This design comes from an exercise in tuning for small area on the open sky130 flow, not from production work.
In this exercise RTL edits were held to simulation tests only and were not proved equivalent to the original.

Setup of main:
// countertest
module countertest(input clk, original, input [3:0] in, input rstn,
                   input [3:0] operations, output [7:0] y,
                   output [3:0] Anode_Activate);
For scale: roughly 55 flip-flops, ~23 I/O pins.
==> module countertest, before the edit <==
module countertest(input clk, original, input [3:0] in, input rstn,
                   input [3:0] operations, output [7:0] y,
                   output [3:0] Anode_Activate);
  function [3:0] nc(input [3:0] v);
    nc = {~(v[3] | v[2] | v[1]), v[2] ^ v[1], v[1], ~v[0]};
  endfunction
  function [3:0] add3(input [3:0] v);
    add3 = (v[3] | (v[2] & (v[1] | v[0]))) ? v + 4'd3 : v;
  endfunction
  reg [3:0] cnt;                        
  wire tick = cnt[3] & cnt[0];
  always @(posedge clk or posedge rstn)
    if (rstn) cnt <= 4'd5;
    else      cnt <= tick ? 4'd0 : cnt + 4'd1;
  reg [1:0] k;
  always @(posedge clk or posedge rstn)
    if (rstn) k <= 2'd1;
    else if (tick) k <= k + 2'd1;
  reg [3:0] p1, ps, pf;
  reg [3:0] D0, D1, D2, D3;
  always @(posedge clk) if (tick) begin
    p1 <= in;
    ps <= p1;
    pf <= ps;
  end
  wire [3:0] pe = ps & ~pf;
  function [3:0] step(input [3:0] d, input e, input i);
    step = !e ? d : (d[3] & d[0]) ? 4'd0 :
           i ? {d[3] | (d[2] & d[1] & d[0]), d[2] ^ (d[1] & d[0]), d[1] ^ d[0], ~d[0]} : d;
  endfunction
  always @(posedge clk or posedge rstn)
    if (rstn) begin
      D0 <= 4'd0; D1 <= 4'd0; D2 <= 4'd0; D3 <= 4'd0;
    end else if (tick) begin
      D0 <= step(D0, pe[0], in[0]);
      D1 <= step(D1, pe[1], in[1]);
      D2 <= step(D2, pe[2], in[2]);
      D3 <= step(D3, pe[3], in[3]);
    end
  wire [3:0] a = D0, b = D1, c = D2, d = D3;
  wire two = ~|c & (d == 4'd2);         
  wire dz  = ~|c & ~|d;                 
  wire [3:0] v1s; wire v1c;
  radd #(4) ad2 (c, {1'b0, d[3:1]}, 1'b0, v1s, v1c);
  wire [5:0] m2 = {v1c, v1s, d[0]};
  wire [3:0] n263; wire n2c;
  radd #(4) ad2d (c, {1'b0, m2[5:3]}, 1'b0, n263, n2c);
  wire [6:0] n2 = {n263, m2[2:0]};
  reg mb;
  always @* case (cnt)
    4'd2: mb = n2[6];
    4'd3: mb = n2[5];
    4'd4: mb = n2[4];
    4'd5: mb = n2[3];
    4'd6: mb = n2[2];
    4'd7: mb = n2[1];
    default: mb = n2[0];
  endcase
  wire first = (cnt == 4'd2);
  reg [3:0] P0, P1;
  reg [7:0] S;
  wire [3:0] P2 = S[3:0], P3 = S[7:4];
  wire [6:0] Rn;                        
  wire [3:0] h0 = add3(P0), h1 = add3(P1), h2 = add3(P2);
  wire [3:0] d0 = {h0[2:0], 1'b0};
  wire [3:0] d1 = {h1[2:0], h0[3]};
  wire [3:0] d2 = {h2[2:0], h1[3]};
  wire [3:0] d3 = {P3[2:0], h2[3]};
  wire sub = ~operations[0];
  wire neg = {c, d} > {a, b};
  wire dm = original | ~|operations;
  wire az = dm & ~k[1];                 
  wire bz = dm & k[1];                  
  wire [3:0] A0 = tick ? ((sub & ~dm ? nc(d) : d) & {4{~az}}) : d0 & {4{~first}};
  wire [3:0] A1 = tick ? ((sub & ~dm ? nc(c) : c) & {4{~az}}) : d1 & {4{~first}};
  wire g = tick ? ~bz : mb;
  wire [3:0] r0, r1;
  wire c1, c2;
  bcdadd ua0 (A0, b & {4{g}}, tick & sub & ~dm & ~neg, r0, c1);
  bcdadd ua1 (A1, a & {4{g}}, c1, r1, c2);
  wire c3 = c2 & d2[3] & d2[0];
  wire [3:0] r2 = (c3 | first) ? 4'd0 : d2 + c2;
  wire [3:0] r3 = first ? 4'd0 : d3 + c3;
  always @(posedge clk) begin
    P0 <= r0;
    P1 <= (k == 2'd3) ? {1'b0, Rn[6:4]} : r1;
  end
  wire cn = sub & ~dm & neg;            
  wire [3:0] s0 = cn ? nc(r0) : r0;
  wire [3:0] s1 = cn ? nc(r1) : r1;
  wire b9 = b[3] & b[0];
  wire [3:0] a1 = a + (two & b9);                    
  wire [3:0] b1 = (two & b9) ? 4'd0 : b + two;       
  wire [6:0] R = {P1[2:0] & {3{k[0]}}, S[3:0]};    
  wire [3:0] X = S[7:4];
  wire [3:0] w1s; wire w1c;
  radd #(4) ad3 (R[3:0], {1'b0, b1[3:1]}, 1'b0, w1s, w1c);
  wire [5:0] m3 = {w1c, w1s, b1[0]};
  wire [3:0] x263; wire x2c;
  radd #(4) ad3d (R[3:0], {1'b0, m3[5:3]}, 1'b0, x263, x2c);
  wire [6:0] X2 = {x263, m3[2:0]};
  wire p1f = k[0] ? (cnt == 4'd1) : (cnt == 4'd5);   
  wire p2f = k[0] & (cnt == 4'd5);                   
  wire [6:0] Ri = p1f ? 7'd0 : p2f ? {4'd0, X2[6:4]} : R;
  wire [3:0] Xi = p1f ? a1 : p2f ? X2[3:0] : X;
  wire [7:0] Tr = {Ri, Xi[3]};
  wire [7:0] df;
  wire ge;
  radd #(8) sb (Tr, ~{1'b0, n2}, 1'b1, df, ge);
  assign Rn = ge ? df[6:0] : Tr[6:0];
  always @(posedge clk)
    S <= k[1] ? {Xi[2:0], ge, Rn[3:0]} : {r3, r2};
  reg [3:0] T;
  reg       op;
  reg [3:0] nd;
  reg       nop;
  always @* begin
    nop = 1'b1;
    if (dm | operations[0] | ~(operations[1] | operations[2])) begin
      nop = ~dm;
      nd = (dm | k[1]) ? (k[0] ? s0 : s1) : {3'd0, k[0] & c2 & ~sub};
    end
    else if (operations[1]) begin
      if (dz) nd = 4'd0;
      else case (k) 2'd0: nd = P3; 2'd1: nd = P2; 2'd2: nd = P1; default: nd = P0; endcase
    end else
      nd = (dz | ~k[1]) ? 4'd0 : X;
  end
  always @(posedge clk) if (tick) begin
    T  <= nd;
    op <= nop;
  end
  assign Anode_Activate = ~{k == 2'd1, k == 2'd2, k == 2'd3, k == 2'd0};
  wire [3:0] dig = (k == 2'd1 && neg && operations[3] && !original) ? 4'hf : T;
  reg  [6:0] seg;
  always @* case (dig)
    4'd0: seg = 7'b0000001;  4'd1: seg = 7'b1001111;
    4'd2: seg = 7'b0010010;  4'd3: seg = 7'b0000110;
    4'd4: seg = 7'b1001100;  4'd5: seg = 7'b0100100;
    4'd6: seg = 7'b0100000;  4'd7: seg = 7'b0001111;
    4'd8: seg = 7'b0000000;  4'd9: seg = 7'b0000100;
    4'd15: seg = 7'b1111110;
    default: seg = 7'b1111111;
  endcase
  assign y = {~(k == 2'd2 && !op), seg};
endmodule
==> flow/config.mk <==
export PLATFORM = sky130hd
export DESIGN_NAME = countertest
export DESIGN_NICKNAME = countertest
export VERILOG_FILES = /design/flow/design.v
export SDC_FILE = /design/flow/constraint.sdc
export NUM_CORES = 4
export LEC_CHECK = 0
export CAP_MARGIN = 20
export CORE_MARGIN = 2
export CORE_UTILIZATION = 70
export GPL_TIMING_DRIVEN = 0
export SLEW_MARGIN = 20
==> flow/constraint.sdc <==
create_clock -name core_clock -period 250.0 [get_ports {clk}]
set_input_delay 50.0000 -clock core_clock [delete_from_list [all_inputs] [get_ports {clk}]]
set_output_delay 50.0000 -clock core_clock [all_outputs]
set_load 0.01 [all_outputs]
standard.sh (not shown) runs the stock make flow with config.mk's settings and CLKGATE_MAP_FILE= SYNTH_SCRIPT=/design/flow/synth_recipe.tcl, a recipe that flattens the netlist after the stock synthesis.
==> flow/flow/run.sh <==
#!/bin/bash
# Layout flow: the standard ORFS flow (standard.sh) with these changes,
# all made through ORFS variables and a copy of ORFS's synth.tcl:
#  - synthesis maps the combinational logic with flow/area.abc instead of the
#    ORFS ABC script, run with six &deepsyn seeds, keeping the smallest
#    result (flow/abc_multi.tcl), and leaves adders to ABC (no extract_fa
#    adder cells, no Kogge-Stone carry lookahead); flip-flops are mapped by
#    the same dfflibmap step, so the registers are those of the standard
#    synthesis;
#  - every port still gets a buffer, a buf_1 cell;
#  - CTS builds the clock tree from clkbuf_8 cells without dummy loads.
# Each tool's output goes to a log file in this folder (flow_*.log) and to
# ORFS's own logs under orfs/logs.
set -uo pipefail
W=$(pwd)
F=$W/flow
# one ABC script per &deepsyn seed; abc_multi.tcl keeps the smallest result
scripts=""
for sd in 0 1 2 3 4 5; do
  sed "s/&deepsyn -T 20/\&deepsyn -T 20 -S $sd/" "$F/area.abc" > "$W/own_area_$sd.abc"
  scripts="$scripts $W/own_area_$sd.abc"
done
{ echo "set own_abc_scripts {$scripts}"; cat "$F/abc_multi.tcl"; } > "$W/own_abc_multi.tcl"
sed -e "s|^\(\s*\)log_cmd abc {\*}\$abc_args|\1source $W/own_abc_multi.tcl|" \
    -e 's|"-extra-map $::env(FLOW_HOME)/platforms/common/lcu_kogge_stone.v"|""|' \
    "$FLOW_HOME/scripts/synth.tcl" > "$W/own_orfs_synth.tcl"
grep -q "own_abc_multi.tcl" "$W/own_orfs_synth.tcl" || { echo "synth.tcl patch failed"; exit 1; }
sed -e "s|source \$::env(SCRIPTS_DIR)/synth.tcl|source $W/own_orfs_synth.tcl|" \
    "$W/synth_recipe.tcl" > "$W/own_synth.tcl"
grep -q "own_orfs_synth" "$W/own_synth.tcl" || { echo "synth_recipe.tcl patch failed"; exit 1; }

mkscript () {   # $1: clock buffer cell, $2: script name
  local cts="-sink_clustering_enable -repair_clock_nets -dont_use_dummy_load -root_buf $1 -buf_list $1"
  sed -e "s|SYNTH_SCRIPT=[^ ]*|SYNTH_SCRIPT=$W/own_synth.tcl ADDER_MAP_FILE= 'BUFFER_PORTS_ARGS=-buffer_cell sky130_fd_sc_hd__buf_1' 'CTS_ARGS=$cts'|" \
      "$W/standard.sh" > "$W/$2"
  grep -q "own_synth.tcl" "$W/$2" || { echo "standard.sh patch failed"; exit 1; }
}

# clock buffer cells to try, smallest first; the last one is kept regardless
cells="clkbuf_8"
last=clkbuf_8
first=1
for cell in $cells; do
  mkscript sky130_fd_sc_hd__$cell own_standard_$cell.sh
  if [ $first -eq 1 ]; then
    bash "$W/own_standard_$cell.sh" finish > "$W/flow_make_$cell.log" 2>&1
  else
    rm -f "$W/out/final.def"
    bash "$W/own_standard_$cell.sh" clean_cts clean_route clean_finish > "$W/flow_clean_$cell.log" 2>&1
    bash "$W/own_standard_$cell.sh" finish > "$W/flow_make_$cell.log" 2>&1
  fi
  rc=$?
  first=0
  tail -n 20 "$W/flow_make_$cell.log"
  [ $rc -eq 0 ] || exit $rc
  [ "$cell" = "$last" ] && exit 0
  RES=$(ls -d "$W"/orfs/results/*/countertest/base)
  LIB_FILE=$(ls "$FLOW_HOME"/platforms/sky130hd/lib/sky130_fd_sc_hd__tt_025C_1v80.lib) RES=$RES \
    openroad -no_init -exit "$F/clkslew.tcl" > "$W/flow_slew_$cell.log" 2>&1
  slew=$(sed -n 's/^MAXCLKSLEW //p' "$W/flow_slew_$cell.log")
  echo "clock pin slew with $cell: ${slew:-unknown} ns"
  if [ -n "$slew" ] && python3 -c "import sys; sys.exit(0 if float('$slew') <= 0.118 else 1)"; then
    exit 0
  fi
  echo "rebuilding the clock tree with larger buffers"
done
exit 0
Other scripts of this flow, unchanged in this note and not shown: flow/flow/abc_multi.tcl, flow/flow/area.abc, flow/flow/clkslew.tcl
diff inputs: main => the feature branch
--- a/flow/design.v
+++ b/flow/design.v
@@ -38,10 +38,12 @@
   reg [3:0] D0, D1, D2, D3;
   always @(posedge clk) if (tick) begin
     p1 <= in;
     ps <= p1;
-    pf <= ps;
   end
+  always @(posedge clk)
+    if (rstn) pf <= 4'd0;
+    else if (tick) pf <= ps;
   wire [3:0] pe = ps & ~pf;
   function [3:0] step(input [3:0] d, input e, input i);
     step = !e ? d : (d[3] & d[0]) ? 4'd0 :
            i ? {d[3] | (d[2] & d[1] & d[0]), d[2] ^ (d[1] & d[0]), d[1] ^ d[0], ~d[0]} : d;
==> comparison <==
Count of cell types in the netlist down 7 in the feature branch wrt main. Die area came out higher on the feature branch than on main. Each of the runs, namely main and the feature branch, reached the end of the flow and came out clean. Source-to-sink clock delay at the later pin of the worst-skew pair: main vs the feature branch — no meaningful difference. Number of ordinary inverters in the final layout ended up 10 higher on the feature branch than on main. Relative to main, the transition at the pin with the smallest max-transition slack of the feature branch is lower by 0.13 ns. Changes observed in the feature branch relative to main: design area +0.40%; maximum single-stage delay on the critical path -0.04 ns. Cmp the feature branch vs main: sequential share of the synthesized area lower in the feature branch.

==> re-timing with driven ports <==
No port has a modelled driver above. Below, the same layouts with a new extraction and two added sets of constraints. Step 1 sets driving cells, clkbuf_16 on the clock port and buf_2 on the other inputs (assumed; they add their load-dependent delay and slew). Step 2, shift: input delay + t, output delay - t, t = (earliest + latest rising clock arrival at the registers) / 2. This alone moves slack from input paths to output paths. Slacks: no drivers / after step 1 / after step 2; pairs: no drivers / after step 1.
run | shift t [ns] | slack for setup (ns) | hold WS [ns] | latest minus earliest clock arrival (ns)
main | 0.340 | 149.069 / 149.043 / 149.043 | 0.430 / 0.430 / 0.430 | 0.015 / 0.016
the feature branch | 0.339 | 149.188 / 149.166 / 149.166 | 0.428 / 0.428 / 0.428 | 0.034 / 0.033
After both steps every run listed still meets setup and hold. For main, which loses most, drivers alone change the setup slack by -0.026 ns; drivers and shift together by -0.026 ns.
